This is an optimization exercise on Yosys and OpenROAD, whose aim is small area, not a production implementation. At most, simulation tests tie the RTL to the original design; equivalence was not proved. The clock port is modelled as an ideal driver; clocking choices that lean on that would not hold on a real chip. No activity file was given, so power comes from the tool's default toggle rates.

Design BridgeTop, start of the top module:
module BridgeTop(Hclk, Hresetn, Hwrite, Hreadyin, Hreadyout, Hwdata, Haddr, Htrans,
                Prdata, Penable, Pwrite, Pselx, Paddr, Pwdata, Hresp, Hrdata);
input Hclk, Hresetn, Hwrite, Hreadyin;
input [1:0] Htrans;
input [31:0] Hwdata, Haddr, Prdata;
output reg Penable, Pwrite, Hreadyout;
output [1:0] Hresp;
output reg [2:0] Pselx;
output reg [31:0] Paddr, Pwdata;
output [31:0] Hrdata;
assign Hrdata = Prdata;
assign Hresp = 2'b00;
localparam ST_IDLE     = 3'b000,
           ST_WWAIT    = 3'b001,
           ST_READ     = 3'b010,
           ST_WRITE    = 3'b011,
           ST_WRITEP   = 3'b100,
           ST_RENABLE  = 3'b101,
           ST_WENABLE  = 3'b110,
           ST_WENABLEP = 3'b111;
wire in_win = Haddr[31] & ~Haddr[30] & ~Haddr[29] & ~Haddr[28] & ~(Haddr[27] & Haddr[26]);
wire valid  = Hreadyin & Htrans[1] & in_win;
wire [2:0] selx = in_win ? {Haddr[27], Haddr[26], ~(Haddr[27] | Haddr[26])} : 3'b000;
reg [2:0] state, state_n;
reg Hwrite_reg;
reg [31:0] a_q, d_q;
always @(*) begin
    case (state)
        ST_IDLE, ST_RENABLE, ST_WENABLE:
            state_n = ~valid ? ST_IDLE : (Hwrite ? ST_WWAIT : ST_READ);
        ST_WWAIT:    state_n = valid ? ST_WRITEP : ST_WRITE;
        ST_READ:     state_n = ST_RENABLE;
        ST_WRITE:    state_n = valid ? ST_WENABLEP : ST_WENABLE;
  ...
==> flow/config.mk <==
export PLATFORM = sky130hd
export DESIGN_NAME = BridgeTop
export DESIGN_NICKNAME = BridgeTop
export VERILOG_FILES = /design/flow/design.v
export SDC_FILE = /design/flow/constraint.sdc
export NUM_CORES = 4
export LEC_CHECK = 0
export CAP_MARGIN = 20
export CORE_MARGIN = 2
export CORE_UTILIZATION = 40
export SLEW_MARGIN = 20
export BUFFER_PORTS_ARGS = -buffer_cell sky130_fd_sc_hd__buf_1
export POST_FLOORPLAN_TCL = /design/flow/flow/downsize.tcl
export CTS_ARGS = -sink_clustering_enable -repair_clock_nets -dont_use_dummy_load -buf_list sky130_fd_sc_hd__clkbuf_8 -root_buf sky130_fd_sc_hd__clkbuf_8 -sink_clustering_size 40 -sink_clustering_max_diameter 300
==> flow/constraint.sdc <==
create_clock -name core_clock -period 3.0 [get_ports {Hclk}]
set_input_delay 0.6000 -clock core_clock [delete_from_list [all_inputs] [get_ports {Hclk}]]
set_output_delay 0.6000 -clock core_clock [all_outputs]
set_load 0.01 [all_outputs]
standard.sh (not shown) runs the stock make flow with config.mk's settings and CLKGATE_MAP_FILE= SYNTH_SCRIPT=/design/flow/synth_recipe.tcl, a recipe that flattens the netlist after the stock synthesis.
==> flow/flow/run.sh <==
#!/bin/bash
# Own flow: the standard ORFS layout (standard.sh) with extra settings
# appended to config.mk from flow/extra.mk:
#  - port buffers from sky130_fd_sc_hd__buf_1 (every port still gets one),
#  - combinational cells from synthesis set to their smallest drive before
#    placement (repair_design and repair_timing upsize where needed),
#  - clock tree options.
# Each tool's full output is in standard_flow.log and the ORFS logs under orfs/logs.
set -euo pipefail
FLOWDIR=$(cd "$(dirname "${BASH_SOURCE[0]}")" && pwd)
sed "s#@FLOWDIR@#$FLOWDIR#g" "$FLOWDIR/extra.mk" >> config.mk
bash standard.sh > standard_flow.log 2>&1
==> flow/flow/downsize.tcl <==
# Set every combinational cell to the smallest drive strength of its family.
# Flip-flops keep the cell synthesis gave them.
set block [ord::get_db_block]
set db [ord::get_db]
set n 0
foreach inst [$block getInsts] {
  set m [[$inst getMaster] getName]
  if {![regexp {^(sky130_fd_sc_hd__[a-z0-9]+)_([0-9]+)$} $m -> base drive]} { continue }
  if {[regexp {__(df|edf|sdf|sedf|dl|conb|tap|fill|decap|diode|clk)} $m]} { continue }
  set best $m
  set best_area [[$inst getMaster] getArea]
  foreach d {0 1 2} {
    set cand "${base}_$d"
    if {$cand eq $m} { continue }
    set cm [$db findMaster $cand]
    if {$cm eq "NULL" || $cm eq ""} { continue }
    if {[$cm getArea] < $best_area} {
      set best $cand
      set best_area [$cm getArea]
    }
  }
  if {$best ne $m} {
    replace_cell [$inst getName] $best
    incr n
  }
}
puts "downsize.tcl: resized $n cells"
==> flow/flow/extra.mk <==
export BUFFER_PORTS_ARGS = -buffer_cell sky130_fd_sc_hd__buf_1
export POST_FLOORPLAN_TCL = @FLOWDIR@/downsize.tcl
export CTS_ARGS = -sink_clustering_enable -repair_clock_nets -dont_use_dummy_load -buf_list sky130_fd_sc_hd__clkbuf_8 -root_buf sky130_fd_sc_hd__clkbuf_8 -sink_clustering_size 40 -sink_clustering_max_diameter 300
Rerun with:
==> flow/run.sh (new file) <==
#!/bin/bash
# synth_recipe.tcl (not shown) runs the flow's synth.tcl, then flattens the netlist and writes it again
# the make line also repeats each setting of config.mk as NAME=value (left out here)
make -C /OpenROAD-flow-scripts/flow DESIGN_CONFIG=/design/flow/config.mk WORK_HOME=/design/flow/orfs CLKGATE_MAP_FILE= SYNTH_SCRIPT=/design/flow/synth_recipe.tcl finish
BUFFER_PORTS_ARGS = not set   (was -buffer_cell sky130_fd_sc_hd__buf_1)
CTS_ARGS = not set   (was -sink_clustering_enable -repair_clock_nets -dont_use_dummy_load -buf_list sky130_fd_sc_hd__clkbuf_8 -root_buf sky130_fd_sc_hd__clkbuf_8 -sink_clustering_size 40 -sink_clustering_max_diameter 300)
POST_FLOORPLAN_TCL = not set   (was /design/flow/flow/downsize.tcl)
removed: flow/flow/run.sh
removed: flow/flow/downsize.tcl
removed: flow/flow/extra.mk
removed: flow/standard.sh
Outcome:
- design area grows by 27%
- worst setup slack is worse by 340 ps
- die area is unchanged
- non-clock buffer count goes up by 5
- synthesized area is unchanged
Rerun with:
==> flow/flow/run.sh (new file) <==
#!/bin/bash
# Own flow: the standard ORFS layout (standard.sh), with the port buffers that
# global placement inserts made from sky130_fd_sc_hd__buf_1 instead of the
# larger cell buffer_ports picks by default. Every port still gets a buffer.
set -euo pipefail
echo 'export BUFFER_PORTS_ARGS = -buffer_cell sky130_fd_sc_hd__buf_1' >> config.mk
bash standard.sh > standard_flow.log 2>&1
==> flow/standard.sh (new file) <==
#!/bin/bash
# synth_recipe.tcl (not shown) runs the flow's synth.tcl, then flattens the netlist and writes it again
# the make line also repeats each setting of config.mk as NAME=value (left out here)
make -C /OpenROAD-flow-scripts/flow DESIGN_CONFIG=/design/flow/config.mk WORK_HOME=/design/flow/orfs CLKGATE_MAP_FILE= SYNTH_SCRIPT=/design/flow/synth_recipe.tcl "${@:-finish}"
BUFFER_PORTS_ARGS = -buffer_cell sky130_fd_sc_hd__buf_1   (was not set)
removed: flow/run.sh
=> Utilization went down by 8.9 points. Global-route usage came out lower by 0.84 points. Wire length is lower by 5.8%. Clock skew hardly moves. Die area stays the same. Via count shrinks by 2.8%. Critical path depth stays the same. Non-clock buffer count drops by 5. Worst setup slack is better by 230 ps.
Rerun with:
==> flow/flow/run.sh (replaced) <==
#!/bin/bash
# Own flow: the standard ORFS layout (standard.sh) with extra settings
# appended to config.mk from flow/extra.mk:
#  - port buffers from sky130_fd_sc_hd__buf_1 (every port still gets one),
#  - combinational cells from synthesis set to their smallest drive before
#    placement (repair_design and repair_timing upsize where needed),
#  - clock tree options.
# Each tool's full output is in standard_flow.log and the ORFS logs under orfs/logs.
set -euo pipefail
FLOWDIR=$(cd "$(dirname "${BASH_SOURCE[0]}")" && pwd)
sed "s#@FLOWDIR@#$FLOWDIR#g" "$FLOWDIR/extra.mk" >> config.mk
bash standard.sh > standard_flow.log 2>&1
==> flow/flow/downsize.tcl (new file) <==
# Set every combinational cell to the smallest drive strength of its family.
# Flip-flops keep the cell synthesis gave them.
set block [ord::get_db_block]
set db [ord::get_db]
set n 0
foreach inst [$block getInsts] {
  set m [[$inst getMaster] getName]
  if {![regexp {^(sky130_fd_sc_hd__[a-z0-9]+)_([0-9]+)$} $m -> base drive]} { continue }
  if {[regexp {__(df|edf|sdf|sedf|dl|conb|tap|fill|decap|diode|clk)} $m]} { continue }
  set best $m
  set best_area [[$inst getMaster] getArea]
  foreach d {0 1 2} {
    set cand "${base}_$d"
    if {$cand eq $m} { continue }
    set cm [$db findMaster $cand]
    if {$cm eq "NULL" || $cm eq ""} { continue }
    if {[$cm getArea] < $best_area} {
      set best $cand
      set best_area [$cm getArea]
    }
  }
  if {$best ne $m} {
    replace_cell [$inst getName] $best
    incr n
  }
}
puts "downsize.tcl: resized $n cells"
==> flow/flow/extra.mk (new file) <==
export BUFFER_PORTS_ARGS = -buffer_cell sky130_fd_sc_hd__buf_1
export POST_FLOORPLAN_TCL = @FLOWDIR@/downsize.tcl
export CTS_ARGS = -sink_clustering_enable -repair_clock_nets -dont_use_dummy_load -buf_list sky130_fd_sc_hd__clkbuf_4 -root_buf sky130_fd_sc_hd__clkbuf_8
CTS_ARGS = -sink_clustering_enable -repair_clock_nets -dont_use_dummy_load -buf_list sky130_fd_sc_hd__clkbuf_4 -root_buf sky130_fd_sc_hd__clkbuf_8   (was not set)
POST_FLOORPLAN_TCL = /design/flow/flow/downsize.tcl   (was not set)
=>
- wire length goes down by a few percent
- clock power goes down by well over a third
- sequential power is about the same
- combinational power goes down slightly
- global-route usage goes down by 0.19 points
- clock skew goes up by 31 ps
- via count hardly moves
- fmax goes up by a few percent
- flip-flop and latch count stays the same
- die area stays the same
Function was not checked in any run of this note: the RTL went through the layout flow alone.

========
## run A
BridgeTop, a different RTL version from the one above (not shown whole).
Size in the first run: ~140 flip-flops, roughly 210 I/O pins, ~4500 um^2 of cells after synthesis.
clock: 3.0 ns
lec_check: 0
cap_margin: 20
core_margin: 2
core_utilization: 40
gpl_timing_driven: 0
slew_margin: 20
buffer_ports_args: -buffer_cell sky130_fd_sc_hd__buf_1
post_floorplan_tcl: /design/flow/flow/downsize.tcl
cts_args: -sink_clustering_enable -repair_clock_nets -dont_use_dummy_load -buf_list sky130_fd_sc_hd__clkbuf_4 -root_buf sky130_fd_sc_hd__clkbuf_8
pre_cts_tcl: /design/flow/flow/mycts.tcl
mycts_buf: sky130_fd_sc_hd__clkbuf_16
mycts_k: 4
skip_repair_tie_fanout: 1
==> flow/flow/run.sh <==
#!/bin/bash
# Own flow: the standard ORFS layout (standard.sh) with extra settings
# appended to config.mk from flow/extra.mk:
#  - port buffers from sky130_fd_sc_hd__buf_1 (every port still gets one),
#  - combinational cells from synthesis set to their smallest drive before
#    placement (repair_design and repair_timing upsize where needed),
#  - clock tree options.
# Each tool's full output is in standard_flow.log and the ORFS logs under orfs/logs.
set -euo pipefail
FLOWDIR=$(cd "$(dirname "${BASH_SOURCE[0]}")" && pwd)
sed "s#@FLOWDIR@#$FLOWDIR#g" "$FLOWDIR/extra.mk" >> config.mk
bash standard.sh > standard_flow.log 2>&1
==> flow/flow/extra.mk <==
export BUFFER_PORTS_ARGS = -buffer_cell sky130_fd_sc_hd__buf_1
export POST_FLOORPLAN_TCL = @FLOWDIR@/downsize.tcl
export CTS_ARGS = -sink_clustering_enable -repair_clock_nets -dont_use_dummy_load -buf_list sky130_fd_sc_hd__clkbuf_4 -root_buf sky130_fd_sc_hd__clkbuf_8
export PRE_CTS_TCL = @FLOWDIR@/mycts.tcl
export MYCTS_BUF = sky130_fd_sc_hd__clkbuf_16
export MYCTS_K = 4
export SKIP_REPAIR_TIE_FANOUT = 1
==> flow/flow/mycts.tcl <==
# Manual clock tree: the clock port drives MYCTS_K buffers (MYCTS_BUF); the
# flip-flops are split into MYCTS_K balanced groups by position (recursive
# bisection) and each group is driven by one buffer placed at its centroid.
# TritonCTS is then told to skip these nets.
set block [ord::get_db_block]
set db [ord::get_db]
set clk_net [$block findNet Hclk]
set bufm [$db findMaster $::env(MYCTS_BUF)]
set K $::env(MYCTS_K)

set sinks {}
foreach it [$clk_net getITerms] {
  set inst [$it getInst]
  set loc [$inst getLocation]
  set w [[$inst getMaster] getWidth]
  set h [[$inst getMaster] getHeight]
  lappend sinks [list $it [expr {[lindex $loc 0] + $w/2}] [expr {[lindex $loc 1] + $h/2}]]
}
puts "mycts: [llength $sinks] sinks"

proc bisect {items k} {
  if {$k <= 1} { return [list $items] }
  set xs [lmap s $items {lindex $s 1}]
  set ys [lmap s $items {lindex $s 2}]
  set dx [expr {[tcl::mathfunc::max {*}$xs] - [tcl::mathfunc::min {*}$xs]}]
  set dy [expr {[tcl::mathfunc::max {*}$ys] - [tcl::mathfunc::min {*}$ys]}]
  set idx [expr {$dx >= $dy ? 1 : 2}]
  set sorted [lsort -integer -index $idx $items]
  set k1 [expr {$k / 2}]
  set n1 [expr {[llength $sorted] * $k1 / $k}]
  set a [lrange $sorted 0 [expr {$n1 - 1}]]
  set b [lrange $sorted $n1 end]
  return [concat [bisect $a $k1] [bisect $b [expr {$k - $k1}]]]
}

set groups [bisect $sinks $K]
set bw [$bufm getWidth]
set bh [$bufm getHeight]
set i 0
set nets {Hclk}
foreach g $groups {
  set sx 0; set sy 0
  foreach s $g { set sx [expr {$sx + [lindex $s 1]}]; set sy [expr {$sy + [lindex $s 2]}] }
  set cx [expr {int($sx / [llength $g] - $bw / 2)}]
  set cy [expr {int($sy / [llength $g] - $bh / 2)}]
  set b [odb::dbInst_create $block $bufm "mycts_buf_$i"]
  set n [odb::dbNet_create $block "mycts_net_$i"]
  $n setSigType CLOCK
  [$b findITerm A] connect $clk_net
  [$b findITerm X] connect $n
  foreach s $g {
    set it [lindex $s 0]
    $it disconnect
    $it connect $n
  }
  $b setLocation $cx $cy
  $b setPlacementStatus PLACED
  lappend nets "mycts_net_$i"
  puts "mycts: buffer $i drives [llength $g] sinks at ($cx, $cy)"
  incr i
}
$clk_net setSigType CLOCK
global_connect
detailed_placement
set_cts_config -skip_nets $nets
Other scripts of this flow, unchanged in this note and not shown: flow/flow/downsize.tcl
The following lists how run B was set up differently from run A:
==> flow/flow/extra.mk <==
export BUFFER_PORTS_ARGS = -buffer_cell sky130_fd_sc_hd__buf_1
export POST_FLOORPLAN_TCL = @FLOWDIR@/downsize.tcl
export CTS_ARGS = -sink_clustering_enable -repair_clock_nets -dont_use_dummy_load -buf_list sky130_fd_sc_hd__clkbuf_4 -root_buf sky130_fd_sc_hd__clkbuf_8
--- a/flow/config.mk
+++ b/flow/config.mk
@@ -15,5 +15 @@
 export CTS_ARGS = -sink_clustering_enable -repair_clock_nets -dont_use_dummy_load -buf_list sky130_fd_sc_hd__clkbuf_4 -root_buf sky130_fd_sc_hd__clkbuf_8
-export PRE_CTS_TCL = /design/flow/flow/mycts.tcl
-export MYCTS_BUF = sky130_fd_sc_hd__clkbuf_16
-export MYCTS_K = 4
-export SKIP_REPAIR_TIE_FANOUT = 1
removed: flow/flow/mycts.tcl
Findings:
Every run (run A and run B) finished clean. As far as area of the core goes, run A and run B are indistinguishable; the numbers are identical. The share of the final layout cell area in sequential cells number comes out lower for run B vs run A. Higher post-layout total power goes to run B over run A. Changes observed in run B relative to run A: worst stage delay on the critical path +0.02 ns; final antenna-violating net count saw little to no change. Post-detailed-routing wire length of run B exceeds that of run A by a few percent. From run A to run B, vertical die dimension did not move at all. Changes observed in run B relative to run A: final non-filler cell total has increased, met1 wire length has increased, worst hold slack has decreased, slew at the pin with the worst max-slew slack has increased.
Inputs modified between run B and run C:
--- a/flow/flow/extra.mk
+++ b/flow/flow/extra.mk
@@ -3 +3,4 @@
 export CTS_ARGS = -sink_clustering_enable -repair_clock_nets -dont_use_dummy_load -buf_list sky130_fd_sc_hd__clkbuf_4 -root_buf sky130_fd_sc_hd__clkbuf_8
+export PRE_CTS_TCL = @FLOWDIR@/mycts.tcl
+export MYCTS_BUF = sky130_fd_sc_hd__clkbuf_16
+export MYCTS_K = 4
==> flow/flow/mycts.tcl (new file) <==
# Manual clock tree: the clock port drives MYCTS_K buffers (MYCTS_BUF); the
# flip-flops are split into MYCTS_K balanced groups by position (recursive
# bisection) and each group is driven by one buffer placed at its centroid.
# TritonCTS is then told to skip these nets.
set block [ord::get_db_block]
set db [ord::get_db]
set clk_net [$block findNet Hclk]
set bufm [$db findMaster $::env(MYCTS_BUF)]
set K $::env(MYCTS_K)

set sinks {}
foreach it [$clk_net getITerms] {
  set inst [$it getInst]
  set loc [$inst getLocation]
  set w [[$inst getMaster] getWidth]
  set h [[$inst getMaster] getHeight]
  lappend sinks [list $it [expr {[lindex $loc 0] + $w/2}] [expr {[lindex $loc 1] + $h/2}]]
}
puts "mycts: [llength $sinks] sinks"

proc bisect {items k} {
  if {$k <= 1} { return [list $items] }
  set xs [lmap s $items {lindex $s 1}]
  set ys [lmap s $items {lindex $s 2}]
  set dx [expr {[tcl::mathfunc::max {*}$xs] - [tcl::mathfunc::min {*}$xs]}]
  set dy [expr {[tcl::mathfunc::max {*}$ys] - [tcl::mathfunc::min {*}$ys]}]
  set idx [expr {$dx >= $dy ? 1 : 2}]
  set sorted [lsort -integer -index $idx $items]
  set k1 [expr {$k / 2}]
  set n1 [expr {[llength $sorted] * $k1 / $k}]
  set a [lrange $sorted 0 [expr {$n1 - 1}]]
  set b [lrange $sorted $n1 end]
  return [concat [bisect $a $k1] [bisect $b [expr {$k - $k1}]]]
}

set groups [bisect $sinks $K]
set bw [$bufm getWidth]
set bh [$bufm getHeight]
set i 0
set nets {Hclk}
foreach g $groups {
  set sx 0; set sy 0
  foreach s $g { set sx [expr {$sx + [lindex $s 1]}]; set sy [expr {$sy + [lindex $s 2]}] }
  set cx [expr {int($sx / [llength $g] - $bw / 2)}]
  set cy [expr {int($sy / [llength $g] - $bh / 2)}]
  set b [odb::dbInst_create $block $bufm "mycts_buf_$i"]
  set n [odb::dbNet_create $block "mycts_net_$i"]
  $n setSigType CLOCK
  [$b findITerm A] connect $clk_net
  [$b findITerm X] connect $n
  foreach s $g {
    set it [lindex $s 0]
    $it disconnect
    $it connect $n
  }
  $b setLocation $cx $cy
  $b setPlacementStatus PLACED
  lappend nets "mycts_net_$i"
  puts "mycts: buffer $i drives [llength $g] sinks at ($cx, $cy)"
  incr i
}
$clk_net setSigType CLOCK
global_connect
detailed_placement
set_cts_config -skip_nets $nets
--- a/flow/config.mk
+++ b/flow/config.mk
@@ -15 +15,4 @@
 export CTS_ARGS = -sink_clustering_enable -repair_clock_nets -dont_use_dummy_load -buf_list sky130_fd_sc_hd__clkbuf_4 -root_buf sky130_fd_sc_hd__clkbuf_8
+export PRE_CTS_TCL = /design/flow/flow/mycts.tcl
+export MYCTS_BUF = sky130_fd_sc_hd__clkbuf_16
+export MYCTS_K = 4
Results
In the tables for run C and run B, period utilization reads lower with run B.
Re fraction of standard cell area that is sequential: run C and run B aren't equal, and the lower value belongs to run B.
Comparing run B against run C, there is no change at all in count of multi-input combinational gates.
The final standard cell count with taps included and fillers excluded of run C falls short of that of run B by about 2.2%.
Run B and run C ended up with roughly the same number of nets with antenna violations after routing.
Lower number of global-route vias before repair goes to run C over run B.
Relative to run B, run C improves register-to-register slack.
Run C ends up with lower total power after layout than run B does.
Inputs modified between run C and run D:
--- a/flow/flow/run.sh
+++ b/flow/flow/run.sh
@@ -4,5 +4,10 @@
 #  - port buffers from sky130_fd_sc_hd__buf_1 (every port still gets one),
-#  - combinational cells from synthesis set to their smallest drive before
-#    placement (repair_design and repair_timing upsize where needed),
-#  - clock tree options.
+#  - after floorplan (downsize.tcl): synthesis buffers removed, each wide
+#    select net given one strong driver, every other combinational cell set
+#    to its smallest drive (repair_design and repair_timing still run),
+#  - before CTS (mycts.tcl): the clock port drives four clkbuf_16, each
+#    driving the flip-flops of one quarter of the layout; TritonCTS skips
+#    these nets,
+#  - one tie cell for both Hresp outputs (SKIP_REPAIR_TIE_FANOUT).
+# The synthesis is the standard one (standard.sh runs it unchanged).
 # Each tool's full output is in standard_flow.log and the ORFS logs under orfs/logs.
--- a/flow/flow/extra.mk
+++ b/flow/flow/extra.mk
@@ -4,3 +4,5 @@
 export PRE_CTS_TCL = @FLOWDIR@/mycts.tcl
-export MYCTS_BUF = sky130_fd_sc_hd__clkbuf_16
+export MYCTS_BUF = sky130_fd_sc_hd__inv_12
+export MYCTS_ROOT = sky130_fd_sc_hd__inv_6
 export MYCTS_K = 4
+export SKIP_REPAIR_TIE_FANOUT = 1
--- a/flow/flow/mycts.tcl
+++ b/flow/flow/mycts.tcl
@@ -36,2 +36,17 @@
 set groups [bisect $sinks $K]
+# Optional root cell (an inverter, with inverting leaves) between the port and
+# the leaf cells.
+set drv_net $clk_net
+if {[info exists ::env(MYCTS_ROOT)] && $::env(MYCTS_ROOT) ne ""} {
+  set rm [$db findMaster $::env(MYCTS_ROOT)]
+  set r [odb::dbInst_create $block $rm "mycts_root"]
+  set drv_net [odb::dbNet_create $block "mycts_root_net"]
+  $drv_net setSigType CLOCK
+  [$r findITerm A] connect $clk_net
+  [$r findITerm Y] connect $drv_net
+  set sx 0; set sy 0
+  foreach s $sinks { set sx [expr {$sx + [lindex $s 1]}]; set sy [expr {$sy + [lindex $s 2]}] }
+  $r setLocation [expr {int($sx / [llength $sinks])}] [expr {int($sy / [llength $sinks])}]
+  $r setPlacementStatus PLACED
+}
 set bw [$bufm getWidth]
@@ -40,2 +55,3 @@
 set nets {Hclk}
+if {$drv_net ne $clk_net} { lappend nets mycts_root_net }
 foreach g $groups {
@@ -48,4 +64,6 @@
   $n setSigType CLOCK
-  [$b findITerm A] connect $clk_net
-  [$b findITerm X] connect $n
+  [$b findITerm A] connect $drv_net
+  set out [$b findITerm X]
+  if {$out eq "NULL"} { set out [$b findITerm Y] }
+  $out connect $n
   foreach s $g {
@@ -65 +83,7 @@
 set_cts_config -skip_nets $nets
+# cts.tcl runs repair_clock_inverters next, which would copy each leaf
+# inverter once per flip-flop; the tree above is already complete.
+if {[llength [info commands repair_clock_inverters]]} {
+  rename repair_clock_inverters mycts_orig_repair_clock_inverters
+  proc repair_clock_inverters {args} { puts "mycts: repair_clock_inverters skipped" }
+}
--- a/flow/config.mk
+++ b/flow/config.mk
@@ -16,3 +16,5 @@
 export PRE_CTS_TCL = /design/flow/flow/mycts.tcl
-export MYCTS_BUF = sky130_fd_sc_hd__clkbuf_16
+export MYCTS_BUF = sky130_fd_sc_hd__inv_12
+export MYCTS_ROOT = sky130_fd_sc_hd__inv_6
 export MYCTS_K = 4
+export SKIP_REPAIR_TIE_FANOUT = 1
- Between run D and run C, it is run D whose total number of vias is higher, by 43.
- Between run C and run D, detailed route wirelength on metal3 is higher for run C, run D comes in under that.
- Compared with run C, run D shows count of fill cells added during filler insertion higher by 3.7%.
- Compared with run C, run D improves worst hold margin.
- Compared with run C, run D shows a leakage power that is about 1% lower.
- Looking at switching part of the total across run C and run D, the one that comes out lower is run C.
- Diff run C and run D: worst setup slack higher in run D
- Compared with run C, run D shows a higher placer congestion estimate.

[port drivers added, routing unchanged]
The results above use ideal ports. As a check the final layouts listed here were re-extracted and re-timed, cells and wires unchanged.
Step 1 sets driving cells, clkbuf_16 on the clock port and buf_2 on the other inputs (assumed; they add their load-dependent delay and slew).
Step 2 moves the port delays by t, midway between the first and last clock arrival at a register: inputs arrive t later, outputs are due t later. That takes back most of the time a late clock gives input paths.
Slacks: ideal ports / drivers / drivers and shift; pairs: ideal ports / drivers.
run | t, ns | setup WS [ns] | hold WS [ns] | worst setup path after step 2 | latest minus earliest clock arrival (ns)
the first run of note 1 | 0.453 | 0.894 / 0.894 / 0.441 | 0.367 / 0.357 / 0.457 | input to register | 0.024 / 0.024
the second run of note 1 | 0.434 | 0.554 / 0.555 / 0.121 | 0.464 / 0.464 / 0.464 | input to register | 0.005 / 0.006
the third run of note 1 | 0.434 | 0.787 / 0.792 / 0.358 | 0.386 / 0.391 / 0.464 | input to register | 0.008 / 0.007
the fourth run of note 1 | 0.428 | 0.880 / 0.878 / 0.450 | 0.380 / 0.370 / 0.456 | input to register | 0.039 / 0.038
run A | 0.253 | 0.473 / 0.531 / 0.278 | 0.469 / 0.469 / 0.469 | input to register | 0.005 / 0.006
run B | 0.418 | 0.629 / 0.637 / 0.219 | 0.403 / 0.396 / 0.434 | input to register | 0.042 / 0.042
run C | 0.255 | 0.416 / 0.476 / 0.221 | 0.464 / 0.464 / 0.464 | input to register | 0.012 / 0.012
run D | 0.266 | 0.508 / 0.530 / 0.265 | 0.468 / 0.468 / 0.468 | input to register | 0.006 / 0.007
After both steps setup and hold are still met in every run listed. The setup slack of the first run of note 1, which loses most, moves by 0.000 ns with the drivers and by -0.453 ns with both steps.
